What follows belongs to an exercise in optimizing a design on an open flow for small area and a short achievable clock period; a production flow would make more cautious choices.
At most, simulation tests tie the RTL to the original design; equivalence was not proved.
No functional check of the RTL was part of run 2.

==> flow/design.v <==
module ROTATING_VECTORING(clk, xi, yi, xf, yf);
  input clk;
  input [15:0] xi, yi;
  output [15:0] xf, yf;
  wire [15:0] theta;
  VECTORING first(.clk(clk), .x0(xi), .y0(yi), .theta(theta));
  ROTATING second(.clk(clk), .x0(xi), .y0(yi), .theta(theta), .xf(xf), .yf(yf));
endmodule
module tadd #(parameter S = 0) (a, b, plus, r);
  input [15:0] a, b;
  input plus;
  output [15:0] r;
  wire [15:0] sh;
  wire c;
  generate
    if (S == 0) begin : g0
      assign sh = b;
      assign c = 1'b0;
    end else begin : gs
      assign sh = {{S{b[15]}}, b[15:S]};
      assign c = b[15] & (|b[S-1:0]);
    end
  endgenerate
  assign r = a + (sh ^ {16{~plus}}) + {15'd0, c ^ ~plus};
endmodule
module ROTATING(clk, x0, y0, theta, xf, yf);
  input clk;
  input [15:0] x0, y0, theta;
  output [15:0] xf, yf;
  localparam [16*8-1:0] U = {16'd44, 16'd89, 16'd179, 16'd358, 16'd713, 16'd1404, 16'd2657, 16'd4500};
  wire [15:0] xs [0:8];
  wire [15:0] ys [0:8];
  wire [15:0] as [0:8];
  assign xs[0] = x0;
  assign ys[0] = y0;
  assign as[0] = 16'd0;
  genvar k;
  generate
    for (k = 0; k < 8; k = k + 1) begin : st
      wire d = as[k] > theta;
      wire [15:0] nx, ny;
      tadd #(k) ax(.a(xs[k]), .b(ys[k]), .plus(d), .r(nx));
      tadd #(k) ay(.a(ys[k]), .b(xs[k]), .plus(~d), .r(ny));
      reg [15:0] rx, ry, ra;
      always @(posedge clk) begin
        rx <= nx;
        ry <= ny;
        ra <= d ? as[k] - U[16*k +: 16] : as[k] + U[16*k +: 16];
      end
      assign xs[k+1] = rx;
      assign ys[k+1] = ry;
      assign as[k+1] = ra;
    end
  endgenerate
  assign xf = xs[8];
  assign yf = ys[8];
endmodule
module VECTORING(clk, x0, y0, theta);
  input clk;
  input [15:0] x0, y0;
  output [15:0] theta;
  localparam [16*8-1:0] U = {16'd44, 16'd89, 16'd179, 16'd358, 16'd713, 16'd1404, 16'd2657, 16'd4500};
  wire [15:0] xs [0:8];
  wire [15:0] ys [0:8];
  wire [15:0] as [0:8];
  assign xs[0] = x0;
  assign ys[0] = y0;
  assign as[0] = 16'd0;
  genvar k;
  generate
    for (k = 0; k < 8; k = k + 1) begin : st
      wire e = ys[k][15];
      wire [15:0] nx, ny;
      tadd #(k) ax(.a(xs[k]), .b(ys[k]), .plus(~e), .r(nx));
      tadd #(k) ay(.a(ys[k]), .b(xs[k]), .plus(e), .r(ny));
      reg [15:0] rx, ry, ra;
      always @(posedge clk) begin
        rx <= nx;
        ry <= ny;
        ra <= e ? as[k] - U[16*k +: 16] : as[k] + U[16*k +: 16];
      end
      assign xs[k+1] = rx;
      assign ys[k+1] = ry;
      assign as[k+1] = ra;
    end
  endgenerate
  assign theta = as[8];
endmodule
==> flow/run.sh <==
#!/bin/bash
# synth_recipe.tcl (not shown) runs the flow's synth.tcl, then flattens the netlist and writes it again
# the make line also repeats each setting of config.mk as NAME=value (left out here)
make -C /OpenROAD-flow-scripts/flow DESIGN_CONFIG=/design/flow/config.mk WORK_HOME=/design/flow/orfs CLKGATE_MAP_FILE= SYNTH_SCRIPT=/design/flow/synth_recipe.tcl finish
==> flow/config.mk <==
export PLATFORM = sky130hd
export DESIGN_NAME = ROTATING_VECTORING
export DESIGN_NICKNAME = ROTATING_VECTORING
export VERILOG_FILES = /design/flow/design.v
export SDC_FILE = /design/flow/constraint.sdc
export NUM_CORES = 4
export LEC_CHECK = 0
export CAP_MARGIN = 20
export CORE_MARGIN = 2
export CORE_UTILIZATION = 40
export SLEW_MARGIN = 20
==> flow/constraint.sdc <==
create_clock -name core_clock -period 8.0 [get_ports {clk}]
set_input_delay 1.6000 -clock core_clock [delete_from_list [all_inputs] [get_ports {clk}]]
set_output_delay 1.6000 -clock core_clock [all_outputs]
set_load 0.01 [all_outputs]
==> run_results.csv, run 1 <==
group,metric,value,unit
layout,n_all_buffers,77,
synth,synth_compound_area_share,16.1,%
layout,layout-drive-gt1-share,4.68,%
critical_path,cpMaxStageDelayCell,"a211oi_4",
die,io-pin-count,65,
clocking,cts_tree,"yes",
synth,ys_ff_latch,632,
routing,drc_errors,0,
global_routing,grt_usage,16.1,%
sta,min_period_over_period,70.6,%
routing,wl_met3,2530,um
clocking,ctsResizeCount,0,
sta,relSlewSlack,38.9,%
placement,post_dp_cell_area,44200,um2
die,die_area,107000,um2
synth,synthAdderAreaFrac,20.9,%
routing,wl,86500,um
global_routing,grt_overflow_total,0,
layout,layout.nets,5398,
sta,setup_tns,0,ns
placement,dp_hpwl,69500,um
status,status,"finished clean",
sta,worst_pin_slew,0.913,ns
critical_path,reg2reg_depth,22,
routing,routedWlPerCell,14.1,um
critical_path,endpoint,"second.st[6].rx[14]",
clocking,cts-hold-fix-buffers,0,
critical_path,crit_chain,"inv_1, ha_1, a21o_1, a21o_1, a21oi_1, o21ai_0, a21o_1, a211oi_4, buf_4, xor2_1, fa_1, fa_1, a21o_1, a21oi_1, o21ai_1, a21oi_1, o21bai_1, a211oi_1, o21ai_1, a31o_2, a21oi_1, xnor2_1",
global_routing,met2_usage,27.4,%
layout,diodes,0,
synth,syn_inst,4612,
layout,largest_reg_flops,128,
layout,largestRegisters,"second.st.rx (128), second.st.ry (127), first.st.ra (107)",
routing,wl_met2,39300,um
global_routing,grt-busiest-layer,"met2",
==> inputs of run 2 (changes only) <==
==> flow/design.v (replaced) <==
module ROTATING_VECTORING(clk, xi, yi, xf, yf);
  input clk;
  input [15:0] xi, yi;
  output [15:0] xf, yf;
  reg [7:0] E;
  wire ad1_m = ~(1'b1);
  wire [16:0] ad1_s = {xi, 1'b1} + {(yi[15] ^ ad1_m), (yi[14] ^ ad1_m), (yi[13] ^ ad1_m), (yi[12] ^ ad1_m), (yi[11] ^ ad1_m), (yi[10] ^ ad1_m), (yi[9] ^ ad1_m), (yi[8] ^ ad1_m), (yi[7] ^ ad1_m), (yi[6] ^ ad1_m), (yi[5] ^ ad1_m), (yi[4] ^ ad1_m), (yi[3] ^ ad1_m), (yi[2] ^ ad1_m), (yi[1] ^ ad1_m), (yi[0] ^ ad1_m), (1'b0 ^ ad1_m)};
  wire [15:0] ad1 = ad1_s[16:1];
  wire ad2_m = ~(1'b0);
  wire [16:0] ad2_s = {xi, 1'b1} + {(yi[15] ^ ad2_m), (yi[14] ^ ad2_m), (yi[13] ^ ad2_m), (yi[12] ^ ad2_m), (yi[11] ^ ad2_m), (yi[10] ^ ad2_m), (yi[9] ^ ad2_m), (yi[8] ^ ad2_m), (yi[7] ^ ad2_m), (yi[6] ^ ad2_m), (yi[5] ^ ad2_m), (yi[4] ^ ad2_m), (yi[3] ^ ad2_m), (yi[2] ^ ad2_m), (yi[1] ^ ad2_m), (yi[0] ^ ad2_m), (1'b0 ^ ad2_m)};
  wire [15:0] ad2 = ad2_s[16:1];
  wire ad3_m = ~(1'b0);
  wire [16:0] ad3_s = {yi, 1'b1} + {(xi[15] ^ ad3_m), (xi[14] ^ ad3_m), (xi[13] ^ ad3_m), (xi[12] ^ ad3_m), (xi[11] ^ ad3_m), (xi[10] ^ ad3_m), (xi[9] ^ ad3_m), (xi[8] ^ ad3_m), (xi[7] ^ ad3_m), (xi[6] ^ ad3_m), (xi[5] ^ ad3_m), (xi[4] ^ ad3_m), (xi[3] ^ ad3_m), (xi[2] ^ ad3_m), (xi[1] ^ ad3_m), (xi[0] ^ ad3_m), (1'b0 ^ ad3_m)};
  wire [15:0] ad3 = ad3_s[16:1];
  wire dn1;
  wire c0_new_n10;
  wire c0_new_n11;
  wire c0_new_n12;
  wire c0_new_n13;
  wire c0_new_n14;
  wire c0_new_n15;
  wire c0_new_n16;
  wire c0_new_n17;
  wire c0_new_n18;
  wire c0_new_n19;
  wire c0_new_n20;
  wire c0_new_n21;
  wire c0_new_n22;
  wire c0_new_n23;
  wire c0_new_n24;
  wire c0_new_n25;
  wire c0_new_n26;
  wire c0_new_n27;
  wire c0_new_n28;
  wire c0_new_n29;
  wire c0_new_n30;
  wire c0_new_n31;
  wire c0_new_n32;
  wire c0_new_n33;
  wire c0_new_n34;
  wire c0_new_n35;
  assign c0_new_n10 = (~E[2] & ~E[3]);
  assign c0_new_n11 = (E[0] & ~E[1]);
  assign c0_new_n12 = (c0_new_n10 & c0_new_n11);
  assign c0_new_n13 = (~E[0] & E[1]);
  assign c0_new_n14 = (E[3] & ~E[6]);
  assign c0_new_n15 = (~E[7] & c0_new_n14);
  assign c0_new_n16 = (c0_new_n13 & c0_new_n15);
  assign c0_new_n17 = (~c0_new_n12 & ~c0_new_n16);
  assign c0_new_n18 = (E[6] & E[7]);
  assign c0_new_n19 = (~E[3] & ~E[5]);
  assign c0_new_n20 = (~c0_new_n18 & c0_new_n19);
  assign c0_new_n21 = (E[4] & ~c0_new_n20);
  assign c0_new_n22 = (~c0_new_n17 & ~c0_new_n21);
  assign c0_new_n23 = (E[2] & E[3]);
  assign c0_new_n24 = (E[4] & c0_new_n23);
  assign c0_new_n25 = (~E[4] & ~E[5]);
  assign c0_new_n26 = (c0_new_n10 & c0_new_n25);
  assign c0_new_n27 = (~c0_new_n24 & ~c0_new_n26);
  assign c0_new_n28 = (~E[6] & ~c0_new_n27);
  assign c0_new_n29 = (c0_new_n23 & ~c0_new_n25);
  assign c0_new_n30 = (c0_new_n13 & ~c0_new_n29);
  assign c0_new_n31 = (~E[0] & ~E[1]);
  assign c0_new_n32 = (E[5] & c0_new_n31);
  assign c0_new_n33 = (c0_new_n24 & c0_new_n32);
  assign c0_new_n34 = (~c0_new_n30 & ~c0_new_n33);
  assign c0_new_n35 = (~c0_new_n28 & ~c0_new_n34);
  assign dn1 = ~((~c0_new_n22 & ~c0_new_n35));
  reg [15:0] rx1, ry1, vn1;
  reg ve0;
  reg [1:1] rd1;    
  always @(posedge clk) begin
    rx1 <= ad2;
    ry1 <= ad1;
    vn1 <= ad3;
    ve0 <= yi[15];
    rd1 <= dn1;
  end
  wire [15:0] vx1 = ve0 ? rx1 : ry1;
  wire [15:0] vy1 = ve0 ? ry1 : vn1;
  wire ve1 = ve0 ? ry1[15] : vn1[15];
  wire ad4_m = ~(~ve1);
  wire [16:0] ad4_s = {vx1, 1'b1} + {(vy1[15] ^ ad4_m), (vy1[15] ^ ad4_m), (vy1[14] ^ ad4_m), (vy1[13] ^ ad4_m), (vy1[12] ^ ad4_m), (vy1[11] ^ ad4_m), (vy1[10] ^ ad4_m), (vy1[9] ^ ad4_m), (vy1[8] ^ ad4_m), (vy1[7] ^ ad4_m), (vy1[6] ^ ad4_m), (vy1[5] ^ ad4_m), (vy1[4] ^ ad4_m), (vy1[3] ^ ad4_m), (vy1[2] ^ ad4_m), (vy1[1] ^ ad4_m), ((vy1[15] & (|vy1[0:0])) ^ ad4_m)};
  wire [15:0] ad4 = ad4_s[16:1];
  wire ad5_m = ~(ve1);
  wire [16:0] ad5_s = {vy1, 1'b1} + {(vx1[15] ^ ad5_m), (vx1[15] ^ ad5_m), (vx1[14] ^ ad5_m), (vx1[13] ^ ad5_m), (vx1[12] ^ ad5_m), (vx1[11] ^ ad5_m), (vx1[10] ^ ad5_m), (vx1[9] ^ ad5_m), (vx1[8] ^ ad5_m), (vx1[7] ^ ad5_m), (vx1[6] ^ ad5_m), (vx1[5] ^ ad5_m), (vx1[4] ^ ad5_m), (vx1[3] ^ ad5_m), (vx1[2] ^ ad5_m), (vx1[1] ^ ad5_m), ((vx1[15] & (|vx1[0:0])) ^ ad5_m)};
  wire [15:0] ad5 = ad5_s[16:1];
  reg [15:0] vx2, vy2;
  reg [1:0] vE2;    
  always @(posedge clk) begin
    vx2 <= ad4;
    vy2 <= ad5;
    vE2 <= {ve1, ve0};
  end
  wire ve2 = vy2[15];
  wire ad6_m = ~(~ve2);
  wire [16:0] ad6_s = {vx2, 1'b1} + {(vy2[15] ^ ad6_m), (vy2[15] ^ ad6_m), (vy2[15] ^ ad6_m), (vy2[14] ^ ad6_m), (vy2[13] ^ ad6_m), (vy2[12] ^ ad6_m), (vy2[11] ^ ad6_m), (vy2[10] ^ ad6_m), (vy2[9] ^ ad6_m), (vy2[8] ^ ad6_m), (vy2[7] ^ ad6_m), (vy2[6] ^ ad6_m), (vy2[5] ^ ad6_m), (vy2[4] ^ ad6_m), (vy2[3] ^ ad6_m), (vy2[2] ^ ad6_m), ((vy2[15] & (|vy2[1:0])) ^ ad6_m)};
  wire [15:0] ad6 = ad6_s[16:1];
  wire ad7_m = ~(ve2);
  wire [16:0] ad7_s = {vy2, 1'b1} + {(vx2[15] ^ ad7_m), (vx2[15] ^ ad7_m), (vx2[15] ^ ad7_m), (vx2[14] ^ ad7_m), (vx2[13] ^ ad7_m), (vx2[12] ^ ad7_m), (vx2[11] ^ ad7_m), (vx2[10] ^ ad7_m), (vx2[9] ^ ad7_m), (vx2[8] ^ ad7_m), (vx2[7] ^ ad7_m), (vx2[6] ^ ad7_m), (vx2[5] ^ ad7_m), (vx2[4] ^ ad7_m), (vx2[3] ^ ad7_m), (vx2[2] ^ ad7_m), ((vx2[15] & (|vx2[1:0])) ^ ad7_m)};
  wire [15:0] ad7 = ad7_s[16:1];
  reg [15:0] vx3, vy3;
  reg [2:0] vE3;    
  always @(posedge clk) begin
    vx3 <= ad6;
    vy3 <= ad7;
    vE3 <= {ve2, vE2};
  end
  wire ve3 = vy3[15];
  wire ad8_m = ~(~ve3);
  wire [16:0] ad8_s = {vx3, 1'b1} + {(vy3[15] ^ ad8_m), (vy3[15] ^ ad8_m), (vy3[15] ^ ad8_m), (vy3[15] ^ ad8_m), (vy3[14] ^ ad8_m), (vy3[13] ^ ad8_m), (vy3[12] ^ ad8_m), (vy3[11] ^ ad8_m), (vy3[10] ^ ad8_m), (vy3[9] ^ ad8_m), (vy3[8] ^ ad8_m), (vy3[7] ^ ad8_m), (vy3[6] ^ ad8_m), (vy3[5] ^ ad8_m), (vy3[4] ^ ad8_m), (vy3[3] ^ ad8_m), ((vy3[15] & (|vy3[2:0])) ^ ad8_m)};
  wire [15:0] ad8 = ad8_s[16:1];
  wire ad9_m = ~(ve3);
  wire [16:0] ad9_s = {vy3, 1'b1} + {(vx3[15] ^ ad9_m), (vx3[15] ^ ad9_m), (vx3[15] ^ ad9_m), (vx3[15] ^ ad9_m), (vx3[14] ^ ad9_m), (vx3[13] ^ ad9_m), (vx3[12] ^ ad9_m), (vx3[11] ^ ad9_m), (vx3[10] ^ ad9_m), (vx3[9] ^ ad9_m), (vx3[8] ^ ad9_m), (vx3[7] ^ ad9_m), (vx3[6] ^ ad9_m), (vx3[5] ^ ad9_m), (vx3[4] ^ ad9_m), (vx3[3] ^ ad9_m), ((vx3[15] & (|vx3[2:0])) ^ ad9_m)};
  wire [15:0] ad9 = ad9_s[16:1];
  reg [15:0] vx4, vy4;
  reg [3:0] vE4;    
  always @(posedge clk) begin
    vx4 <= ad8;
    vy4 <= ad9;
    vE4 <= {ve3, vE3};
  end
  wire ve4 = vy4[15];
  wire ad10_m = ~(~ve4);
  wire [16:0] ad10_s = {vx4, 1'b1} + {(vy4[15] ^ ad10_m), (vy4[15] ^ ad10_m), (vy4[15] ^ ad10_m), (vy4[15] ^ ad10_m), (vy4[15] ^ ad10_m), (vy4[14] ^ ad10_m), (vy4[13] ^ ad10_m), (vy4[12] ^ ad10_m), (vy4[11] ^ ad10_m), (vy4[10] ^ ad10_m), (vy4[9] ^ ad10_m), (vy4[8] ^ ad10_m), (vy4[7] ^ ad10_m), (vy4[6] ^ ad10_m), (vy4[5] ^ ad10_m), (vy4[4] ^ ad10_m), ((vy4[15] & (|vy4[3:0])) ^ ad10_m)};
  wire [15:0] ad10 = ad10_s[16:1];
  wire ad11_m = ~(ve4);
  wire [16:0] ad11_s = {vy4, 1'b1} + {(vx4[15] ^ ad11_m), (vx4[15] ^ ad11_m), (vx4[15] ^ ad11_m), (vx4[15] ^ ad11_m), (vx4[15] ^ ad11_m), (vx4[14] ^ ad11_m), (vx4[13] ^ ad11_m), (vx4[12] ^ ad11_m), (vx4[11] ^ ad11_m), (vx4[10] ^ ad11_m), (vx4[9] ^ ad11_m), (vx4[8] ^ ad11_m), (vx4[7] ^ ad11_m), (vx4[6] ^ ad11_m), (vx4[5] ^ ad11_m), (vx4[4] ^ ad11_m), ((vx4[15] & (|vx4[3:0])) ^ ad11_m)};
  wire [15:0] ad11 = ad11_s[16:1];
  reg [15:0] vx5, vy5;
  reg [4:0] vE5;    
  always @(posedge clk) begin
    vx5 <= ad10;
    vy5 <= ad11;
    vE5 <= {ve4, vE4};
  end
  wire ve5 = vy5[15];
  wire ad12_m = ~(~ve5);
  wire [16:0] ad12_s = {vx5, 1'b1} + {(vy5[15] ^ ad12_m), (vy5[15] ^ ad12_m), (vy5[15] ^ ad12_m), (vy5[15] ^ ad12_m), (vy5[15] ^ ad12_m), (vy5[15] ^ ad12_m), (vy5[14] ^ ad12_m), (vy5[13] ^ ad12_m), (vy5[12] ^ ad12_m), (vy5[11] ^ ad12_m), (vy5[10] ^ ad12_m), (vy5[9] ^ ad12_m), (vy5[8] ^ ad12_m), (vy5[7] ^ ad12_m), (vy5[6] ^ ad12_m), (vy5[5] ^ ad12_m), ((vy5[15] & (|vy5[4:0])) ^ ad12_m)};
  wire [15:0] ad12 = ad12_s[16:1];
  wire ad13_m = ~(ve5);
  wire [16:0] ad13_s = {vy5, 1'b1} + {(vx5[15] ^ ad13_m), (vx5[15] ^ ad13_m), (vx5[15] ^ ad13_m), (vx5[15] ^ ad13_m), (vx5[15] ^ ad13_m), (vx5[15] ^ ad13_m), (vx5[14] ^ ad13_m), (vx5[13] ^ ad13_m), (vx5[12] ^ ad13_m), (vx5[11] ^ ad13_m), (vx5[10] ^ ad13_m), (vx5[9] ^ ad13_m), (vx5[8] ^ ad13_m), (vx5[7] ^ ad13_m), (vx5[6] ^ ad13_m), (vx5[5] ^ ad13_m), ((vx5[15] & (|vx5[4:0])) ^ ad13_m)};
  wire [15:0] ad13 = ad13_s[16:1];
  reg [15:0] vx6, vy6;
  reg [5:0] vE6;    
  always @(posedge clk) begin
    vx6 <= ad12;
    vy6 <= ad13;
    vE6 <= {ve5, vE5};
  end
  wire ve6 = vy6[15];
  wire ad14_m = ~(ve6);
  wire [16:0] ad14_s = {vy6, 1'b1} + {(vx6[15] ^ ad14_m), (vx6[15] ^ ad14_m), (vx6[15] ^ ad14_m), (vx6[15] ^ ad14_m), (vx6[15] ^ ad14_m), (vx6[15] ^ ad14_m), (vx6[15] ^ ad14_m), (vx6[14] ^ ad14_m), (vx6[13] ^ ad14_m), (vx6[12] ^ ad14_m), (vx6[11] ^ ad14_m), (vx6[10] ^ ad14_m), (vx6[9] ^ ad14_m), (vx6[8] ^ ad14_m), (vx6[7] ^ ad14_m), (vx6[6] ^ ad14_m), ((vx6[15] & (|vx6[5:0])) ^ ad14_m)};
  wire [15:0] ad14 = ad14_s[16:1];
  always @(posedge clk) E <= {ad14[15], ve6, vE6};
  wire ad15_m = ~(rd1[1]);
  wire [16:0] ad15_s = {rx1, 1'b1} + {(ry1[15] ^ ad15_m), (ry1[15] ^ ad15_m), (ry1[14] ^ ad15_m), (ry1[13] ^ ad15_m), (ry1[12] ^ ad15_m), (ry1[11] ^ ad15_m), (ry1[10] ^ ad15_m), (ry1[9] ^ ad15_m), (ry1[8] ^ ad15_m), (ry1[7] ^ ad15_m), (ry1[6] ^ ad15_m), (ry1[5] ^ ad15_m), (ry1[4] ^ ad15_m), (ry1[3] ^ ad15_m), (ry1[2] ^ ad15_m), (ry1[1] ^ ad15_m), ((ry1[15] & (|ry1[0:0])) ^ ad15_m)};
  wire [15:0] ad15 = ad15_s[16:1];
  wire ad16_m = ~(~rd1[1]);
  wire [16:0] ad16_s = {ry1, 1'b1} + {(rx1[15] ^ ad16_m), (rx1[15] ^ ad16_m), (rx1[14] ^ ad16_m), (rx1[13] ^ ad16_m), (rx1[12] ^ ad16_m), (rx1[11] ^ ad16_m), (rx1[10] ^ ad16_m), (rx1[9] ^ ad16_m), (rx1[8] ^ ad16_m), (rx1[7] ^ ad16_m), (rx1[6] ^ ad16_m), (rx1[5] ^ ad16_m), (rx1[4] ^ ad16_m), (rx1[3] ^ ad16_m), (rx1[2] ^ ad16_m), (rx1[1] ^ ad16_m), ((rx1[15] & (|rx1[0:0])) ^ ad16_m)};
  wire [15:0] ad16 = ad16_s[16:1];
  reg [15:0] rx2, ry2;
  wire dn2;
  wire c1_new_n11;
  wire c1_new_n12;
  wire c1_new_n13;
  wire c1_new_n14;
  wire c1_new_n15;
  wire c1_new_n16;
  wire c1_new_n17;
  wire c1_new_n18;
  wire c1_new_n19;
  wire c1_new_n20;
  wire c1_new_n21;
  wire c1_new_n22;
  wire c1_new_n23;
  wire c1_new_n24;
  wire c1_new_n25;
  wire c1_new_n26;
  wire c1_new_n27;
  assign c1_new_n11 = (~E[6] & ~E[7]);
  assign c1_new_n12 = (E[5] & ~c1_new_n11);
  assign c1_new_n13 = (~E[4] & ~c1_new_n12);
  assign c1_new_n14 = (E[1] & E[2]);
  assign c1_new_n15 = (E[3] & c1_new_n14);
  assign c1_new_n16 = (~c1_new_n13 & c1_new_n15);
  assign c1_new_n17 = (rd1[1] & ~c1_new_n14);
  assign c1_new_n18 = (~E[1] & ~E[2]);
  assign c1_new_n19 = (~E[0] & ~c1_new_n18);
  assign c1_new_n20 = (~c1_new_n17 & c1_new_n19);
  assign c1_new_n21 = (~c1_new_n16 & c1_new_n20);
  assign c1_new_n22 = (E[6] & E[7]);
  assign c1_new_n23 = (~E[5] & ~c1_new_n22);
  assign c1_new_n24 = (E[4] & ~c1_new_n23);
  assign c1_new_n25 = (E[0] & ~E[3]);
  assign c1_new_n26 = (c1_new_n18 & c1_new_n25);
  assign c1_new_n27 = (~c1_new_n24 & c1_new_n26);
  assign dn2 = ~((~c1_new_n21 & ~c1_new_n27));
  reg [2:1] rd2;
  always @(posedge clk) begin
    rx2 <= ad15;
    ry2 <= ad16;
    rd2 <= {dn2, rd1[1:1]};
  end
  wire ad17_m = ~(rd2[2]);
  wire [16:0] ad17_s = {rx2, 1'b1} + {(ry2[15] ^ ad17_m), (ry2[15] ^ ad17_m), (ry2[15] ^ ad17_m), (ry2[14] ^ ad17_m), (ry2[13] ^ ad17_m), (ry2[12] ^ ad17_m), (ry2[11] ^ ad17_m), (ry2[10] ^ ad17_m), (ry2[9] ^ ad17_m), (ry2[8] ^ ad17_m), (ry2[7] ^ ad17_m), (ry2[6] ^ ad17_m), (ry2[5] ^ ad17_m), (ry2[4] ^ ad17_m), (ry2[3] ^ ad17_m), (ry2[2] ^ ad17_m), ((ry2[15] & (|ry2[1:0])) ^ ad17_m)};
  wire [15:0] ad17 = ad17_s[16:1];
  wire ad18_m = ~(~rd2[2]);
  wire [16:0] ad18_s = {ry2, 1'b1} + {(rx2[15] ^ ad18_m), (rx2[15] ^ ad18_m), (rx2[15] ^ ad18_m), (rx2[14] ^ ad18_m), (rx2[13] ^ ad18_m), (rx2[12] ^ ad18_m), (rx2[11] ^ ad18_m), (rx2[10] ^ ad18_m), (rx2[9] ^ ad18_m), (rx2[8] ^ ad18_m), (rx2[7] ^ ad18_m), (rx2[6] ^ ad18_m), (rx2[5] ^ ad18_m), (rx2[4] ^ ad18_m), (rx2[3] ^ ad18_m), (rx2[2] ^ ad18_m), ((rx2[15] & (|rx2[1:0])) ^ ad18_m)};
  wire [15:0] ad18 = ad18_s[16:1];
  reg [15:0] rx3, ry3;
  wire dn3;
  wire c2_new_n12;
  wire c2_new_n13;
  wire c2_new_n14;
  wire c2_new_n15;
  wire c2_new_n16;
  wire c2_new_n17;
  wire c2_new_n18;
  wire c2_new_n19;
  wire c2_new_n20;
  wire c2_new_n21;
  wire c2_new_n22;
  wire c2_new_n23;
  wire c2_new_n24;
  wire c2_new_n25;
  wire c2_new_n26;
  wire c2_new_n27;
  wire c2_new_n28;
  wire c2_new_n29;
  wire c2_new_n30;
  wire c2_new_n31;
  wire c2_new_n32;
  wire c2_new_n33;
  wire c2_new_n34;
  wire c2_new_n35;
  wire c2_new_n36;
  assign c2_new_n12 = (E[5] & E[6]);
  assign c2_new_n13 = (~E[4] & ~c2_new_n12);
  assign c2_new_n14 = (E[5] & E[7]);
  assign c2_new_n15 = (c2_new_n13 & ~c2_new_n14);
  assign c2_new_n16 = (E[2] & E[3]);
  assign c2_new_n17 = (E[1] & c2_new_n16);
  assign c2_new_n18 = (~c2_new_n15 & c2_new_n17);
  assign c2_new_n19 = (~E[2] & ~E[3]);
  assign c2_new_n20 = (~rd2[2] & ~c2_new_n19);
  assign c2_new_n21 = (E[1] & ~rd2[1]);
  assign c2_new_n22 = (~c2_new_n16 & ~c2_new_n21);
  assign c2_new_n23 = (~c2_new_n20 & c2_new_n22);
  assign c2_new_n24 = (~E[1] & rd2[1]);
  assign c2_new_n25 = (~E[0] & ~c2_new_n24);
  assign c2_new_n26 = (~c2_new_n23 & c2_new_n25);
  assign c2_new_n27 = (~c2_new_n18 & c2_new_n26);
  assign c2_new_n28 = (E[6] & E[7]);
  assign c2_new_n29 = (~E[5] & ~c2_new_n28);
  assign c2_new_n30 = (E[4] & ~c2_new_n29);
  assign c2_new_n31 = (rd2[1] & rd2[2]);
  assign c2_new_n32 = (c2_new_n13 & c2_new_n31);
  assign c2_new_n33 = (E[0] & ~E[1]);
  assign c2_new_n34 = (c2_new_n19 & c2_new_n33);
  assign c2_new_n35 = (~c2_new_n32 & c2_new_n34);
  assign c2_new_n36 = (~c2_new_n30 & c2_new_n35);
  assign dn3 = ~((~c2_new_n27 & ~c2_new_n36));
  reg [3:1] rd3;
  always @(posedge clk) begin
    rx3 <= ad17;
    ry3 <= ad18;
    rd3 <= {dn3, rd2[2:1]};
  end
  wire ad19_m = ~(rd3[3]);
  wire [16:0] ad19_s = {rx3, 1'b1} + {(ry3[15] ^ ad19_m), (ry3[15] ^ ad19_m), (ry3[15] ^ ad19_m), (ry3[15] ^ ad19_m), (ry3[14] ^ ad19_m), (ry3[13] ^ ad19_m), (ry3[12] ^ ad19_m), (ry3[11] ^ ad19_m), (ry3[10] ^ ad19_m), (ry3[9] ^ ad19_m), (ry3[8] ^ ad19_m), (ry3[7] ^ ad19_m), (ry3[6] ^ ad19_m), (ry3[5] ^ ad19_m), (ry3[4] ^ ad19_m), (ry3[3] ^ ad19_m), ((ry3[15] & (|ry3[2:0])) ^ ad19_m)};
  wire [15:0] ad19 = ad19_s[16:1];
  wire ad20_m = ~(~rd3[3]);
  wire [16:0] ad20_s = {ry3, 1'b1} + {(rx3[15] ^ ad20_m), (rx3[15] ^ ad20_m), (rx3[15] ^ ad20_m), (rx3[15] ^ ad20_m), (rx3[14] ^ ad20_m), (rx3[13] ^ ad20_m), (rx3[12] ^ ad20_m), (rx3[11] ^ ad20_m), (rx3[10] ^ ad20_m), (rx3[9] ^ ad20_m), (rx3[8] ^ ad20_m), (rx3[7] ^ ad20_m), (rx3[6] ^ ad20_m), (rx3[5] ^ ad20_m), (rx3[4] ^ ad20_m), (rx3[3] ^ ad20_m), ((rx3[15] & (|rx3[2:0])) ^ ad20_m)};
  wire [15:0] ad20 = ad20_s[16:1];
  reg [15:0] rx4, ry4;
  wire dn4;
  wire c3_new_n13;
  wire c3_new_n14;
  wire c3_new_n15;
  wire c3_new_n16;
  wire c3_new_n17;
  wire c3_new_n18;
  wire c3_new_n19;
  wire c3_new_n20;
  wire c3_new_n21;
  wire c3_new_n22;
  wire c3_new_n23;
  wire c3_new_n24;
  wire c3_new_n25;
  wire c3_new_n26;
  wire c3_new_n27;
  wire c3_new_n28;
  wire c3_new_n29;
  wire c3_new_n30;
  wire c3_new_n31;
  wire c3_new_n32;
  wire c3_new_n33;
  wire c3_new_n34;
  wire c3_new_n35;
  wire c3_new_n36;
  wire c3_new_n37;
  wire c3_new_n38;
  wire c3_new_n39;
  wire c3_new_n40;
  wire c3_new_n41;
  wire c3_new_n42;
  wire c3_new_n43;
  wire c3_new_n44;
  wire c3_new_n45;
  wire c3_new_n46;
  wire c3_new_n47;
  wire c3_new_n48;
  wire c3_new_n49;
  wire c3_new_n50;
  wire c3_new_n51;
  wire c3_new_n52;
  assign c3_new_n13 = (E[1] & E[2]);
  assign c3_new_n14 = (E[3] & c3_new_n13);
  assign c3_new_n15 = (~E[0] & ~E[4]);
  assign c3_new_n16 = (c3_new_n14 & c3_new_n15);
  assign c3_new_n17 = (~E[6] & c3_new_n16);
  assign c3_new_n18 = (~E[1] & ~E[2]);
  assign c3_new_n19 = (~E[3] & c3_new_n18);
  assign c3_new_n20 = (E[0] & c3_new_n19);
  assign c3_new_n21 = (~E[5] & c3_new_n20);
  assign c3_new_n22 = (~c3_new_n17 & ~c3_new_n21);
  assign c3_new_n23 = (~E[7] & ~c3_new_n22);
  assign c3_new_n24 = (E[5] & E[6]);
  assign c3_new_n25 = (c3_new_n19 & ~c3_new_n24);
  assign c3_new_n26 = (rd3[2] & rd3[3]);
  assign c3_new_n27 = (rd3[1] & c3_new_n26);
  assign c3_new_n28 = (~c3_new_n16 & c3_new_n27);
  assign c3_new_n29 = (~c3_new_n25 & c3_new_n28);
  assign c3_new_n30 = (E[3] & E[4]);
  assign c3_new_n31 = (rd3[3] & ~c3_new_n30);
  assign c3_new_n32 = (~E[2] & rd3[2]);
  assign c3_new_n33 = (~E[3] & ~E[4]);
  assign c3_new_n34 = (~c3_new_n32 & ~c3_new_n33);
  assign c3_new_n35 = (~c3_new_n31 & c3_new_n34);
  assign c3_new_n36 = (E[1] & ~rd3[1]);
  assign c3_new_n37 = (E[2] & ~rd3[2]);
  assign c3_new_n38 = (~E[1] & rd3[1]);
  assign c3_new_n39 = (~c3_new_n37 & ~c3_new_n38);
  assign c3_new_n40 = (~c3_new_n36 & c3_new_n39);
  assign c3_new_n41 = (~c3_new_n35 & c3_new_n40);
  assign c3_new_n42 = (~c3_new_n26 & c3_new_n38);
  assign c3_new_n43 = (~E[0] & ~c3_new_n14);
  assign c3_new_n44 = (~c3_new_n42 & c3_new_n43);
  assign c3_new_n45 = (~c3_new_n41 & c3_new_n44);
  assign c3_new_n46 = (~E[5] & c3_new_n16);
  assign c3_new_n47 = (~E[5] & ~E[6]);
  assign c3_new_n48 = (E[4] & ~c3_new_n47);
  assign c3_new_n49 = (c3_new_n20 & ~c3_new_n48);
  assign c3_new_n50 = (~c3_new_n46 & ~c3_new_n49);
  assign c3_new_n51 = (~c3_new_n45 & c3_new_n50);
  assign c3_new_n52 = (~c3_new_n29 & c3_new_n51);
  assign dn4 = ~((~c3_new_n23 & c3_new_n52));
  reg [4:1] rd4;
  always @(posedge clk) begin
    rx4 <= ad19;
    ry4 <= ad20;
    rd4 <= {dn4, rd3[3:1]};
  end
  wire ad21_m = ~(rd4[4]);
  wire [16:0] ad21_s = {rx4, 1'b1} + {(ry4[15] ^ ad21_m), (ry4[15] ^ ad21_m), (ry4[15] ^ ad21_m), (ry4[15] ^ ad21_m), (ry4[15] ^ ad21_m), (ry4[14] ^ ad21_m), (ry4[13] ^ ad21_m), (ry4[12] ^ ad21_m), (ry4[11] ^ ad21_m), (ry4[10] ^ ad21_m), (ry4[9] ^ ad21_m), (ry4[8] ^ ad21_m), (ry4[7] ^ ad21_m), (ry4[6] ^ ad21_m), (ry4[5] ^ ad21_m), (ry4[4] ^ ad21_m), ((ry4[15] & (|ry4[3:0])) ^ ad21_m)};
  wire [15:0] ad21 = ad21_s[16:1];
  wire ad22_m = ~(~rd4[4]);
  wire [16:0] ad22_s = {ry4, 1'b1} + {(rx4[15] ^ ad22_m), (rx4[15] ^ ad22_m), (rx4[15] ^ ad22_m), (rx4[15] ^ ad22_m), (rx4[15] ^ ad22_m), (rx4[14] ^ ad22_m), (rx4[13] ^ ad22_m), (rx4[12] ^ ad22_m), (rx4[11] ^ ad22_m), (rx4[10] ^ ad22_m), (rx4[9] ^ ad22_m), (rx4[8] ^ ad22_m), (rx4[7] ^ ad22_m), (rx4[6] ^ ad22_m), (rx4[5] ^ ad22_m), (rx4[4] ^ ad22_m), ((rx4[15] & (|rx4[3:0])) ^ ad22_m)};
  wire [15:0] ad22 = ad22_s[16:1];
  reg [15:0] rx5, ry5;
  wire dn5;
  wire c4_new_n14;
  wire c4_new_n15;
  wire c4_new_n16;
  wire c4_new_n17;
  wire c4_new_n18;
  wire c4_new_n19;
  wire c4_new_n20;
  wire c4_new_n21;
  wire c4_new_n22;
  wire c4_new_n23;
  wire c4_new_n24;
  wire c4_new_n25;
  wire c4_new_n26;
  wire c4_new_n27;
  wire c4_new_n28;
  wire c4_new_n29;
  wire c4_new_n30;
  wire c4_new_n31;
  wire c4_new_n32;
  wire c4_new_n33;
  wire c4_new_n34;
  wire c4_new_n35;
  wire c4_new_n36;
  wire c4_new_n37;
  wire c4_new_n38;
  wire c4_new_n39;
  wire c4_new_n40;
  wire c4_new_n41;
  wire c4_new_n42;
  wire c4_new_n43;
  wire c4_new_n44;
  wire c4_new_n45;
  wire c4_new_n46;
  wire c4_new_n47;
  wire c4_new_n48;
  wire c4_new_n49;
  wire c4_new_n50;
  wire c4_new_n51;
  wire c4_new_n52;
  wire c4_new_n53;
  wire c4_new_n54;
  wire c4_new_n55;
  wire c4_new_n56;
  wire c4_new_n57;
  wire c4_new_n58;
  wire c4_new_n59;
  wire c4_new_n60;
  wire c4_new_n61;
  wire c4_new_n62;
  wire c4_new_n63;
  wire c4_new_n64;
  wire c4_new_n65;
  wire c4_new_n66;
  wire c4_new_n67;
  wire c4_new_n68;
  wire c4_new_n69;
  wire c4_new_n70;
  wire c4_new_n71;
  wire c4_new_n72;
  wire c4_new_n73;
  wire c4_new_n74;
  wire c4_new_n75;
  wire c4_new_n76;
  wire c4_new_n77;
  wire c4_new_n78;
  wire c4_new_n79;
  assign c4_new_n14 = (rd4[1] & rd4[2]);
  assign c4_new_n15 = (rd4[3] & c4_new_n14);
  assign c4_new_n16 = (E[0] & ~E[1]);
  assign c4_new_n17 = (~E[2] & c4_new_n16);
  assign c4_new_n18 = (~E[5] & ~E[6]);
  assign c4_new_n19 = (c4_new_n17 & ~c4_new_n18);
  assign c4_new_n20 = (~E[3] & c4_new_n19);
  assign c4_new_n21 = (E[1] & E[2]);
  assign c4_new_n22 = (~E[0] & c4_new_n21);
  assign c4_new_n23 = (E[3] & c4_new_n22);
  assign c4_new_n24 = (~E[5] & c4_new_n23);
  assign c4_new_n25 = (~c4_new_n20 & ~c4_new_n24);
  assign c4_new_n26 = (~c4_new_n15 & ~c4_new_n25);
  assign c4_new_n27 = (c4_new_n17 & c4_new_n18);
  assign c4_new_n28 = (rd4[4] & c4_new_n15);
  assign c4_new_n29 = (E[2] & E[5]);
  assign c4_new_n30 = (c4_new_n28 & ~c4_new_n29);
  assign c4_new_n31 = (~c4_new_n27 & c4_new_n30);
  assign c4_new_n32 = (~c4_new_n26 & ~c4_new_n31);
  assign c4_new_n33 = (~E[4] & ~c4_new_n32);
  assign c4_new_n34 = (~E[1] & rd4[1]);
  assign c4_new_n35 = (~E[2] & rd4[2]);
  assign c4_new_n36 = (~E[0] & ~c4_new_n35);
  assign c4_new_n37 = (~c4_new_n34 & c4_new_n36);
  assign c4_new_n38 = (E[4] & ~rd4[4]);
  assign c4_new_n39 = (rd4[3] & ~c4_new_n38);
  assign c4_new_n40 = (~c4_new_n21 & ~c4_new_n39);
  assign c4_new_n41 = (c4_new_n37 & c4_new_n40);
  assign c4_new_n42 = (E[4] & E[5]);
  assign c4_new_n43 = (c4_new_n22 & ~c4_new_n42);
  assign c4_new_n44 = (~E[4] & ~E[5]);
  assign c4_new_n45 = (c4_new_n28 & ~c4_new_n44);
  assign c4_new_n46 = (~c4_new_n43 & c4_new_n45);
  assign c4_new_n47 = (~c4_new_n41 & ~c4_new_n46);
  assign c4_new_n48 = (E[3] & ~c4_new_n47);
  assign c4_new_n49 = (E[2] & ~rd4[2]);
  assign c4_new_n50 = (~E[1] & ~c4_new_n49);
  assign c4_new_n51 = (~E[0] & ~rd4[1]);
  assign c4_new_n52 = (~c4_new_n21 & c4_new_n51);
  assign c4_new_n53 = (~c4_new_n50 & c4_new_n52);
  assign c4_new_n54 = (~E[3] & c4_new_n27);
  assign c4_new_n55 = (E[5] & c4_new_n37);
  assign c4_new_n56 = (~c4_new_n54 & ~c4_new_n55);
  assign c4_new_n57 = (~E[3] & rd4[3]);
  assign c4_new_n58 = (~E[4] & rd4[4]);
  assign c4_new_n59 = (~c4_new_n57 & ~c4_new_n58);
  assign c4_new_n60 = (~c4_new_n23 & c4_new_n59);
  assign c4_new_n61 = (~c4_new_n56 & c4_new_n60);
  assign c4_new_n62 = (~c4_new_n53 & ~c4_new_n61);
  assign c4_new_n63 = (~c4_new_n48 & c4_new_n62);
  assign c4_new_n64 = (~E[5] & c4_new_n20);
  assign c4_new_n65 = (~E[4] & ~E[6]);
  assign c4_new_n66 = (c4_new_n23 & c4_new_n65);
  assign c4_new_n67 = (~c4_new_n64 & ~c4_new_n66);
  assign c4_new_n68 = (~E[7] & ~c4_new_n44);
  assign c4_new_n69 = (~c4_new_n67 & c4_new_n68);
  assign c4_new_n70 = (~c4_new_n22 & ~c4_new_n27);
  assign c4_new_n71 = (~c4_new_n14 & ~c4_new_n70);
  assign c4_new_n72 = (~c4_new_n19 & c4_new_n28);
  assign c4_new_n73 = (~rd4[3] & c4_new_n38);
  assign c4_new_n74 = (c4_new_n37 & c4_new_n73);
  assign c4_new_n75 = (~c4_new_n72 & ~c4_new_n74);
  assign c4_new_n76 = (~c4_new_n71 & c4_new_n75);
  assign c4_new_n77 = (~E[3] & ~c4_new_n76);
  assign c4_new_n78 = (~c4_new_n69 & ~c4_new_n77);
  assign c4_new_n79 = (c4_new_n63 & c4_new_n78);
  assign dn5 = ~((~c4_new_n33 & c4_new_n79));
  reg [5:1] rd5;
  always @(posedge clk) begin
    rx5 <= ad21;
    ry5 <= ad22;
    rd5 <= {dn5, rd4[4:1]};
  end
  wire ad23_m = ~(rd5[5]);
  wire [16:0] ad23_s = {rx5, 1'b1} + {(ry5[15] ^ ad23_m), (ry5[15] ^ ad23_m), (ry5[15] ^ ad23_m), (ry5[15] ^ ad23_m), (ry5[15] ^ ad23_m), (ry5[15] ^ ad23_m), (ry5[14] ^ ad23_m), (ry5[13] ^ ad23_m), (ry5[12] ^ ad23_m), (ry5[11] ^ ad23_m), (ry5[10] ^ ad23_m), (ry5[9] ^ ad23_m), (ry5[8] ^ ad23_m), (ry5[7] ^ ad23_m), (ry5[6] ^ ad23_m), (ry5[5] ^ ad23_m), ((ry5[15] & (|ry5[4:0])) ^ ad23_m)};
  wire [15:0] ad23 = ad23_s[16:1];
  wire ad24_m = ~(~rd5[5]);
  wire [16:0] ad24_s = {ry5, 1'b1} + {(rx5[15] ^ ad24_m), (rx5[15] ^ ad24_m), (rx5[15] ^ ad24_m), (rx5[15] ^ ad24_m), (rx5[15] ^ ad24_m), (rx5[15] ^ ad24_m), (rx5[14] ^ ad24_m), (rx5[13] ^ ad24_m), (rx5[12] ^ ad24_m), (rx5[11] ^ ad24_m), (rx5[10] ^ ad24_m), (rx5[9] ^ ad24_m), (rx5[8] ^ ad24_m), (rx5[7] ^ ad24_m), (rx5[6] ^ ad24_m), (rx5[5] ^ ad24_m), ((rx5[15] & (|rx5[4:0])) ^ ad24_m)};
  wire [15:0] ad24 = ad24_s[16:1];
  reg [15:0] rx6, ry6;
  wire dn6;
  wire c5_new_n15;
  wire c5_new_n16;
  wire c5_new_n17;
  wire c5_new_n18;
  wire c5_new_n19;
  wire c5_new_n20;
  wire c5_new_n21;
  wire c5_new_n22;
  wire c5_new_n23;
  wire c5_new_n24;
  wire c5_new_n25;
  wire c5_new_n26;
  wire c5_new_n27;
  wire c5_new_n28;
  wire c5_new_n29;
  wire c5_new_n30;
  wire c5_new_n31;
  wire c5_new_n32;
  wire c5_new_n33;
  wire c5_new_n34;
  wire c5_new_n35;
  wire c5_new_n36;
  wire c5_new_n37;
  wire c5_new_n38;
  wire c5_new_n39;
  wire c5_new_n40;
  wire c5_new_n41;
  wire c5_new_n42;
  wire c5_new_n43;
  wire c5_new_n44;
  wire c5_new_n45;
  wire c5_new_n46;
  wire c5_new_n47;
  wire c5_new_n48;
  wire c5_new_n49;
  wire c5_new_n50;
  wire c5_new_n51;
  wire c5_new_n52;
  wire c5_new_n53;
  wire c5_new_n54;
  wire c5_new_n55;
  wire c5_new_n56;
  wire c5_new_n57;
  wire c5_new_n58;
  wire c5_new_n59;
  wire c5_new_n60;
  wire c5_new_n61;
  wire c5_new_n62;
  wire c5_new_n63;
  wire c5_new_n64;
  wire c5_new_n65;
  wire c5_new_n66;
  wire c5_new_n67;
  wire c5_new_n68;
  wire c5_new_n69;
  wire c5_new_n70;
  wire c5_new_n71;
  wire c5_new_n72;
  wire c5_new_n73;
  wire c5_new_n74;
  wire c5_new_n75;
  wire c5_new_n76;
  wire c5_new_n77;
  wire c5_new_n78;
  wire c5_new_n79;
  wire c5_new_n80;
  wire c5_new_n81;
  wire c5_new_n82;
  wire c5_new_n83;
  assign c5_new_n15 = (~E[4] & rd5[4]);
  assign c5_new_n16 = (~E[5] & rd5[5]);
  assign c5_new_n17 = (E[6] & ~c5_new_n16);
  assign c5_new_n18 = (E[4] & ~rd5[4]);
  assign c5_new_n19 = (E[5] & ~rd5[5]);
  assign c5_new_n20 = (~c5_new_n18 & ~c5_new_n19);
  assign c5_new_n21 = (~c5_new_n17 & c5_new_n20);
  assign c5_new_n22 = (~c5_new_n15 & ~c5_new_n21);
  assign c5_new_n23 = (~rd5[4] & ~rd5[5]);
  assign c5_new_n24 = (rd5[1] & ~c5_new_n23);
  assign c5_new_n25 = (c5_new_n22 & c5_new_n24);
  assign c5_new_n26 = (~E[6] & ~E[7]);
  assign c5_new_n27 = (E[5] & ~c5_new_n26);
  assign c5_new_n28 = (~E[4] & ~c5_new_n27);
  assign c5_new_n29 = (~E[0] & E[1]);
  assign c5_new_n30 = (~c5_new_n28 & c5_new_n29);
  assign c5_new_n31 = (~c5_new_n25 & ~c5_new_n30);
  assign c5_new_n32 = (E[2] & E[3]);
  assign c5_new_n33 = (~c5_new_n31 & c5_new_n32);
  assign c5_new_n34 = (~E[1] & ~rd5[1]);
  assign c5_new_n35 = (~c5_new_n33 & ~c5_new_n34);
  assign c5_new_n36 = (~E[2] & rd5[2]);
  assign c5_new_n37 = (E[2] & ~rd5[2]);
  assign c5_new_n38 = (~E[3] & rd5[3]);
  assign c5_new_n39 = (E[3] & ~rd5[3]);
  assign c5_new_n40 = (~c5_new_n22 & ~c5_new_n39);
  assign c5_new_n41 = (~c5_new_n38 & ~c5_new_n40);
  assign c5_new_n42 = (~c5_new_n37 & ~c5_new_n41);
  assign c5_new_n43 = (~c5_new_n36 & ~c5_new_n42);
  assign c5_new_n44 = (~c5_new_n35 & ~c5_new_n43);
  assign c5_new_n45 = (~E[1] & ~E[2]);
  assign c5_new_n46 = (c5_new_n15 & c5_new_n16);
  assign c5_new_n47 = (E[3] & ~c5_new_n46);
  assign c5_new_n48 = (c5_new_n45 & ~c5_new_n47);
  assign c5_new_n49 = (rd5[1] & ~c5_new_n48);
  assign c5_new_n50 = (E[0] & ~c5_new_n49);
  assign c5_new_n51 = (~c5_new_n44 & ~c5_new_n50);
  assign c5_new_n52 = (E[4] & ~E[5]);
  assign c5_new_n53 = (E[6] & E[7]);
  assign c5_new_n54 = (c5_new_n52 & c5_new_n53);
  assign c5_new_n55 = (E[4] & E[5]);
  assign c5_new_n56 = (rd5[4] & c5_new_n55);
  assign c5_new_n57 = (E[0] & ~E[3]);
  assign c5_new_n58 = (~c5_new_n56 & c5_new_n57);
  assign c5_new_n59 = (~c5_new_n54 & c5_new_n58);
  assign c5_new_n60 = (~c5_new_n51 & ~c5_new_n59);
  assign c5_new_n61 = (rd5[2] & rd5[3]);
  assign c5_new_n62 = (c5_new_n24 & c5_new_n61);
  assign c5_new_n63 = (rd5[2] & c5_new_n46);
  assign c5_new_n64 = (~E[1] & ~c5_new_n63);
  assign c5_new_n65 = (~c5_new_n43 & ~c5_new_n64);
  assign c5_new_n66 = (E[6] & c5_new_n37);
  assign c5_new_n67 = (c5_new_n39 & c5_new_n55);
  assign c5_new_n68 = (c5_new_n66 & c5_new_n67);
  assign c5_new_n69 = (~E[4] & c5_new_n61);
  assign c5_new_n70 = (c5_new_n57 & ~c5_new_n69);
  assign c5_new_n71 = (~E[1] & ~c5_new_n70);
  assign c5_new_n72 = (~c5_new_n68 & c5_new_n71);
  assign c5_new_n73 = (~c5_new_n65 & ~c5_new_n72);
  assign c5_new_n74 = (rd5[1] & ~c5_new_n73);
  assign c5_new_n75 = (c5_new_n45 & ~c5_new_n55);
  assign c5_new_n76 = (~E[2] & ~E[6]);
  assign c5_new_n77 = (c5_new_n38 & c5_new_n76);
  assign c5_new_n78 = (c5_new_n63 & c5_new_n77);
  assign c5_new_n79 = (~E[0] & ~c5_new_n78);
  assign c5_new_n80 = (~c5_new_n75 & ~c5_new_n79);
  assign c5_new_n81 = (~c5_new_n33 & ~c5_new_n80);
  assign c5_new_n82 = (~c5_new_n74 & c5_new_n81);
  assign c5_new_n83 = (~c5_new_n62 & ~c5_new_n82);
  assign dn6 = (~c5_new_n60 & ~c5_new_n83);
  reg [6:1] rd6;
  always @(posedge clk) begin
    rx6 <= ad23;
    ry6 <= ad24;
    rd6 <= {dn6, rd5[5:1]};
  end
  wire ad25_m = ~(rd6[6]);
  wire [16:0] ad25_s = {rx6, 1'b1} + {(ry6[15] ^ ad25_m), (ry6[15] ^ ad25_m), (ry6[15] ^ ad25_m), (ry6[15] ^ ad25_m), (ry6[15] ^ ad25_m), (ry6[15] ^ ad25_m), (ry6[15] ^ ad25_m), (ry6[14] ^ ad25_m), (ry6[13] ^ ad25_m), (ry6[12] ^ ad25_m), (ry6[11] ^ ad25_m), (ry6[10] ^ ad25_m), (ry6[9] ^ ad25_m), (ry6[8] ^ ad25_m), (ry6[7] ^ ad25_m), (ry6[6] ^ ad25_m), ((ry6[15] & (|ry6[5:0])) ^ ad25_m)};
  wire [15:0] ad25 = ad25_s[16:1];
  wire ad26_m = ~(~rd6[6]);
  wire [16:0] ad26_s = {ry6, 1'b1} + {(rx6[15] ^ ad26_m), (rx6[15] ^ ad26_m), (rx6[15] ^ ad26_m), (rx6[15] ^ ad26_m), (rx6[15] ^ ad26_m), (rx6[15] ^ ad26_m), (rx6[15] ^ ad26_m), (rx6[14] ^ ad26_m), (rx6[13] ^ ad26_m), (rx6[12] ^ ad26_m), (rx6[11] ^ ad26_m), (rx6[10] ^ ad26_m), (rx6[9] ^ ad26_m), (rx6[8] ^ ad26_m), (rx6[7] ^ ad26_m), (rx6[6] ^ ad26_m), ((rx6[15] & (|rx6[5:0])) ^ ad26_m)};
  wire [15:0] ad26 = ad26_s[16:1];
  reg [15:0] rx7, ry7;
  wire dn7;
  wire c6_new_n16;
  wire c6_new_n17;
  wire c6_new_n18;
  wire c6_new_n19;
  wire c6_new_n20;
  wire c6_new_n21;
  wire c6_new_n22;
  wire c6_new_n23;
  wire c6_new_n24;
  wire c6_new_n25;
  wire c6_new_n26;
  wire c6_new_n27;
  wire c6_new_n28;
  wire c6_new_n29;
  wire c6_new_n30;
  wire c6_new_n31;
  wire c6_new_n32;
  wire c6_new_n33;
  wire c6_new_n34;
  wire c6_new_n35;
  wire c6_new_n36;
  wire c6_new_n37;
  wire c6_new_n38;
  wire c6_new_n39;
  wire c6_new_n40;
  wire c6_new_n41;
  wire c6_new_n42;
  wire c6_new_n43;
  wire c6_new_n44;
  wire c6_new_n45;
  wire c6_new_n46;
  wire c6_new_n47;
  wire c6_new_n48;
  wire c6_new_n49;
  wire c6_new_n50;
  wire c6_new_n51;
  wire c6_new_n52;
  wire c6_new_n53;
  wire c6_new_n54;
  wire c6_new_n55;
  wire c6_new_n56;
  wire c6_new_n57;
  wire c6_new_n58;
  wire c6_new_n59;
  wire c6_new_n60;
  wire c6_new_n61;
  wire c6_new_n62;
  wire c6_new_n63;
  wire c6_new_n64;
  wire c6_new_n65;
  wire c6_new_n66;
  wire c6_new_n67;
  wire c6_new_n68;
  wire c6_new_n69;
  wire c6_new_n70;
  wire c6_new_n71;
  wire c6_new_n72;
  wire c6_new_n73;
  wire c6_new_n74;
  wire c6_new_n75;
  wire c6_new_n76;
  wire c6_new_n77;
  wire c6_new_n78;
  wire c6_new_n79;
  wire c6_new_n80;
  wire c6_new_n81;
  wire c6_new_n82;
  wire c6_new_n83;
  wire c6_new_n84;
  wire c6_new_n85;
  wire c6_new_n86;
  wire c6_new_n87;
  wire c6_new_n88;
  wire c6_new_n89;
  wire c6_new_n90;
  wire c6_new_n91;
  wire c6_new_n92;
  wire c6_new_n93;
  wire c6_new_n94;
  assign c6_new_n16 = (E[2] & ~rd6[2]);
  assign c6_new_n17 = (~E[3] & rd6[3]);
  assign c6_new_n18 = (E[5] & ~rd6[5]);
  assign c6_new_n19 = (E[6] & E[7]);
  assign c6_new_n20 = (~E[6] & ~E[7]);
  assign c6_new_n21 = (~rd6[6] & ~c6_new_n20);
  assign c6_new_n22 = (~c6_new_n19 & ~c6_new_n21);
  assign c6_new_n23 = (~c6_new_n18 & c6_new_n22);
  assign c6_new_n24 = (~E[4] & rd6[4]);
  assign c6_new_n25 = (~E[5] & rd6[5]);
  assign c6_new_n26 = (~c6_new_n24 & ~c6_new_n25);
  assign c6_new_n27 = (~c6_new_n23 & c6_new_n26);
  assign c6_new_n28 = (E[3] & ~rd6[3]);
  assign c6_new_n29 = (E[4] & ~rd6[4]);
  assign c6_new_n30 = (~c6_new_n28 & ~c6_new_n29);
  assign c6_new_n31 = (~c6_new_n27 & c6_new_n30);
  assign c6_new_n32 = (~c6_new_n17 & ~c6_new_n31);
  assign c6_new_n33 = (~c6_new_n16 & ~c6_new_n32);
  assign c6_new_n34 = (~E[2] & rd6[2]);
  assign c6_new_n35 = (~E[1] & rd6[1]);
  assign c6_new_n36 = (~c6_new_n34 & ~c6_new_n35);
  assign c6_new_n37 = (~c6_new_n33 & c6_new_n36);
  assign c6_new_n38 = (rd6[6] & c6_new_n20);
  assign c6_new_n39 = (~c6_new_n18 & c6_new_n38);
  assign c6_new_n40 = (~rd6[6] & c6_new_n19);
  assign c6_new_n41 = (c6_new_n25 & ~c6_new_n40);
  assign c6_new_n42 = (~c6_new_n39 & ~c6_new_n41);
  assign c6_new_n43 = (c6_new_n24 & ~c6_new_n42);
  assign c6_new_n44 = (c6_new_n34 & c6_new_n43);
  assign c6_new_n45 = (E[2] & ~E[4]);
  assign c6_new_n46 = (E[5] & c6_new_n45);
  assign c6_new_n47 = (~c6_new_n44 & ~c6_new_n46);
  assign c6_new_n48 = (E[0] & c6_new_n40);
  assign c6_new_n49 = (~rd6[4] & ~rd6[5]);
  assign c6_new_n50 = (c6_new_n16 & c6_new_n28);
  assign c6_new_n51 = (c6_new_n49 & c6_new_n50);
  assign c6_new_n52 = (~c6_new_n22 & c6_new_n51);
  assign c6_new_n53 = (~c6_new_n48 & ~c6_new_n52);
  assign c6_new_n54 = (E[5] & ~c6_new_n53);
  assign c6_new_n55 = (E[4] & ~c6_new_n38);
  assign c6_new_n56 = (rd6[2] & rd6[3]);
  assign c6_new_n57 = (~c6_new_n55 & c6_new_n56);
  assign c6_new_n58 = (E[0] & ~c6_new_n57);
  assign c6_new_n59 = (~c6_new_n54 & ~c6_new_n58);
  assign c6_new_n60 = (c6_new_n47 & ~c6_new_n59);
  assign c6_new_n61 = (~E[0] & ~E[1]);
  assign c6_new_n62 = (~rd6[1] & ~c6_new_n61);
  assign c6_new_n63 = (~c6_new_n60 & ~c6_new_n62);
  assign c6_new_n64 = (~c6_new_n37 & c6_new_n63);
  assign c6_new_n65 = (~E[5] & ~c6_new_n19);
  assign c6_new_n66 = (E[4] & ~c6_new_n65);
  assign c6_new_n67 = (~E[3] & ~c6_new_n66);
  assign c6_new_n68 = (~E[1] & ~E[2]);
  assign c6_new_n69 = (~c6_new_n67 & c6_new_n68);
  assign c6_new_n70 = (rd6[1] & ~c6_new_n49);
  assign c6_new_n71 = (c6_new_n56 & c6_new_n70);
  assign c6_new_n72 = (~c6_new_n68 & ~c6_new_n71);
  assign c6_new_n73 = (~c6_new_n69 & ~c6_new_n72);
  assign c6_new_n74 = (c6_new_n17 & c6_new_n25);
  assign c6_new_n75 = (c6_new_n22 & c6_new_n74);
  assign c6_new_n76 = (~c6_new_n47 & c6_new_n75);
  assign c6_new_n77 = (~E[0] & ~c6_new_n76);
  assign c6_new_n78 = (E[5] & ~c6_new_n20);
  assign c6_new_n79 = (~E[4] & ~c6_new_n78);
  assign c6_new_n80 = (E[1] & E[2]);
  assign c6_new_n81 = (E[3] & c6_new_n80);
  assign c6_new_n82 = (~c6_new_n79 & c6_new_n81);
  assign c6_new_n83 = (c6_new_n77 & ~c6_new_n82);
  assign c6_new_n84 = (~c6_new_n73 & ~c6_new_n83);
  assign c6_new_n85 = (~c6_new_n64 & ~c6_new_n84);
  assign c6_new_n86 = (c6_new_n18 & c6_new_n40);
  assign c6_new_n87 = (~E[3] & ~c6_new_n86);
  assign c6_new_n88 = (~c6_new_n43 & ~c6_new_n87);
  assign c6_new_n89 = (~rd6[4] & c6_new_n42);
  assign c6_new_n90 = (c6_new_n69 & ~c6_new_n89);
  assign c6_new_n91 = (~c6_new_n88 & c6_new_n90);
  assign c6_new_n92 = (~c6_new_n77 & ~c6_new_n91);
  assign c6_new_n93 = (~c6_new_n83 & ~c6_new_n92);
  assign c6_new_n94 = (c6_new_n71 & ~c6_new_n93);
  assign dn7 = ~((~c6_new_n85 & ~c6_new_n94));
  reg [7:7] rd7;
  always @(posedge clk) begin
    rx7 <= ad25;
    ry7 <= ad26;
    rd7 <= dn7;
  end
  wire ad27_m = ~(rd7[7]);
  wire [16:0] ad27_s = {rx7, 1'b1} + {(ry7[15] ^ ad27_m), (ry7[15] ^ ad27_m), (ry7[15] ^ ad27_m), (ry7[15] ^ ad27_m), (ry7[15] ^ ad27_m), (ry7[15] ^ ad27_m), (ry7[15] ^ ad27_m), (ry7[15] ^ ad27_m), (ry7[14] ^ ad27_m), (ry7[13] ^ ad27_m), (ry7[12] ^ ad27_m), (ry7[11] ^ ad27_m), (ry7[10] ^ ad27_m), (ry7[9] ^ ad27_m), (ry7[8] ^ ad27_m), (ry7[7] ^ ad27_m), ((ry7[15] & (|ry7[6:0])) ^ ad27_m)};
  wire [15:0] ad27 = ad27_s[16:1];
  wire ad28_m = ~(~rd7[7]);
  wire [16:0] ad28_s = {ry7, 1'b1} + {(rx7[15] ^ ad28_m), (rx7[15] ^ ad28_m), (rx7[15] ^ ad28_m), (rx7[15] ^ ad28_m), (rx7[15] ^ ad28_m), (rx7[15] ^ ad28_m), (rx7[15] ^ ad28_m), (rx7[15] ^ ad28_m), (rx7[14] ^ ad28_m), (rx7[13] ^ ad28_m), (rx7[12] ^ ad28_m), (rx7[11] ^ ad28_m), (rx7[10] ^ ad28_m), (rx7[9] ^ ad28_m), (rx7[8] ^ ad28_m), (rx7[7] ^ ad28_m), ((rx7[15] & (|rx7[6:0])) ^ ad28_m)};
  wire [15:0] ad28 = ad28_s[16:1];
  reg [15:0] xo, yo;
  always @(posedge clk) begin
    xo <= ad27;
    yo <= ad28;
  end
  assign xf = xo;
  assign yf = yo;
endmodule
--- a/flow/config.mk
+++ b/flow/config.mk
@@ -10,2 +10,3 @@
 export CORE_UTILIZATION = 40
+export SETUP_SLACK_MARGIN = 5
 export SLEW_MARGIN = 20
==> run 2 against run 1 <==
  * Final cell count fell by 21%
  * Utilization is 5.2 points higher
  * Non-clock buffer count grew 223
  * Sequential cell count fell by 151
  * Die area fell by 24%
  * First-iteration DRC count is 12% lower
  * Synthesized cell count is 25% lower
  * Maximum frequency increased by 77%
  * Worst setup slack better by 2.5 ns
  * Area after synthesis down 24%
  * Critical path type unchanged
  * Largest cell class unchanged
  * Highest routed layer is now met4
==> run_results.csv, run 2 <==
group,metric,value,unit
routing,routed_via_density,5.09,
clocking,cts_buffers,55,
layout,final_common_cell,"dfxtp_1",
sta,worst_pin_slew,0.779,ns
sta,relSlewSlack,48.0,%
layout,instances_no_fill,4842,
clocking,clkLatencyLatePin,0.61,ns
routing,first_pass_iters,6,
synth,ys.flop_type,"dfxtp_1",
global_routing,antenna_found_initial,0,
routing,wl,75100,um
clocking,cts_sinks,481,
die,core_area,78900,um2
global_routing,grt_pass1_vias,23700,
placement,gp_congestion,0.874,
critical_path,path_class,"register to register",
sta,min_period,3.19,ns
global_routing,grt_overflow_total,0,
flow_run,cap_violations,0,
clocking,clockBufferDepth,3,
synth,yosysUniqueCellTypes,83,
layout,layout-drive-gt1-share,18.4,%
sta,min_period_over_period,39.9,%
die,io-pin-count,65,
sta,hold_violations,0,
clocking,cts_tree,"yes",
synth,synth_area_per_cell,9.18,um2
sta,setup_viol,0,
die,die_height,286,um
die,std_cell_rows,103,
clocking,htree_levels,2,
routing,drt_iter0_markers,1133,
placement,placedCellCount,4518,
synth,ys_ff_latch,481,
routing,drc_errors,0,
synth,synth_top_area_share,30.3,%
critical_path,critPathMaxFanout,2,
layout,multi_input_area,23100,um2
synth,seq_area_frac_synth,30.3,%
routing,drtAntennaViolNets,0,
placement,dp_hpwl,54700,um
global_routing,grt_max_degree,36,
clocking,path_clk_slew,0.06,ns
synth,yosys-top-cells-area,"dfxtp_1, ha_1, xnor2_1, xor2_1, a21oi_1",
layout,final_cell_mix,"dfxtp_1, xnor2_1, ha_1, xor2_1, a21oi_1",
synth,syn_inst,3464,
synth,synth_most_common_cell,"dfxtp_1",
synth,yosys_warnings,1,
layout,syn_to_final_growth,24.6,%
synth,yosysTopAreaCell,"dfxtp_1",
synth,yosys-top-cells-count,"dfxtp_1, xnor2_1, ha_1, a21oi_1, xor2_1",
status,status,"finished clean",
routing,vias,24700,
layout,diodes,0,
synth,synth_edf_count,0,
sta,skew,0.0207,ns
critical_path,required,8.52,ns
routing,routedWlPerCell,15.5,um
layout,fill_cells,7327,
global_routing,grt_pass1_wl,117000,um
synth,syn_area,31800,um2
die,die_area,81800,um2
sta,grt_setup_unrepaired,"yes",
placement,port-buffer-count,64,
layout,regArea,9700,um2
sta,setup_tns,0,ns
clocking,root_buffer,"clkbuf_16",
sta,slew_viol_final,0,
sta,fmax,314,MHz
critical_path,crit_path_start_kind,"register",
layout,layout.nets,4213,
die,chipWidth,286,um
worst_hold_path,worstHoldPathType,"register to register",
critical_path,crit_path_end_kind,"register",
synth,synth_fp_nets,3929,
global_routing,grt_usage,17.2,%
die,initial_core_util,40.3,%
critical_path,crit_arrival,3.71,ns
synth,synthArstFlopShare,0,%
run 2: cell types whose count changed after synthesis, sizes merged, moves of 67 or more:
cell,before,now
a21o,71,138
dfxtp,632,481
ha,604,405
inv,333,156
nor2,384,191
o21ai,261,145
xnor2,565,420
run 2: final cells by class:
class | instances | share of cell area [%]
timing repair buffer | 300 | 7.27
multi-input combinational | 2753 | 58.3
clock buffer | 75 | 4.00
clock inverter | 26 | 0.985
sequential | 481 | 24.5
tap | 1050 | 3.32
inverter | 157 | 1.62
run 2: through the flow:
step	utilization [%]	hold WS, ns	instance area, um2	setup WS [ns]
after CTS	47.5	0.326	37500	4.80
final	50.2	0.325	39600	4.81
after global routing	50.2	0.330	39600	4.66
after global placement	43.0	0.310	33900	3.59
after floorplan	-	0.310	32200	4.62
after detailed placement	43.0	0.312	33900	3.54
run 2: cells by family (layout without fill, tap and decap cells):
kind of cell | Yosys count | count (layout) | synth area share [%]
AO/OA/AOI/OAI | 896 | 896 | 18.2
XOR/XNOR | 692 | 692 | 19.1
adder cells (fa/ha/maj) | 436 | 436 | 17.8
buffers and inverters | 230 | 558 | 2.72
flip-flops | 481 | 481 | 30.3
multiplexers | 36 | 36 | 1.24
AND/OR/NAND/NOR | 693 | 693 | 10.8
run 2: repair_timing:
item | CTS | global route
setup endpoints to repair | 168 | 114
setup buffers | 102 | 109
cloned | 5 | 7
hold buffers | 0 | 0
gates resized for setup | 243 | 239
pin swaps | 88 | 182
run 2: worst paths after layout:
path         slack [ns]     end  cells past startpoint   start
max                4.81  yo[15]                     13  rx7[2]
min                0.33  vE6[3]                      0  vE5[3]
max reg2reg        4.81  yo[15]                     13  rx7[2]
min reg2reg        0.33  vE6[3]                      0  vE5[3]
run 2: critical path, stage by stage, from the launching register on:
cell and delay, ns:
dfxtp_2 0.33, or4_4 0.53, o21a_1 0.21, xor2_1 0.16, fa_2 0.36, a21o_1 0.18, a21oi_2 0.17, nor2b_1 0.07
o21a_1 0.19, o311a_1 0.33, nor3_2 0.15, o31ai_1 0.11, a21oi_1 0.15, xor2_1 0.18
run 2: routing by layer:
layer  part of all wire [%]  global-route usage [%]  routed length (um)
met4                    4.0                    7.24                3010
met2                     49                    30.8               37000
met1                     44                    20.7               32900
met3                    3.1                    1.93                2310
met5                      0                       0                   0

==> what the ideal ports hide <==
In the flow no input, the clock included, has a driving cell. The finished layouts below were timed again as built, in two steps.
Step 1 assumes that a clkbuf_16 drives the clock port and a buf_2 every other input.
Step 2 adds t to the input delays and takes it off the output delays; t is the mean of the earliest and latest rising clock arrival at the registers after step 1. Input paths then give back, and output paths get back, about the clock's delay inside the block.
a / b / c = ideal ports / drivers / drivers and shift; a / b = the first two.
run	t (ns)	setup WS [ns]	worst hold slack (ns)	worst slew at a driven data input, ns
run 1	0.696	2.355 / 2.355 / 2.355	0.328 / 0.328 / 0.328	0.08
run 2	0.662	4.811 / 4.811 / 4.245	0.325 / 0.325 / 0.325	0.05
After both steps setup and hold are still met in every run listed. For run 2, which loses most, drivers alone change the setup slack by 0.000 ns; drivers and shift together by -0.566 ns.
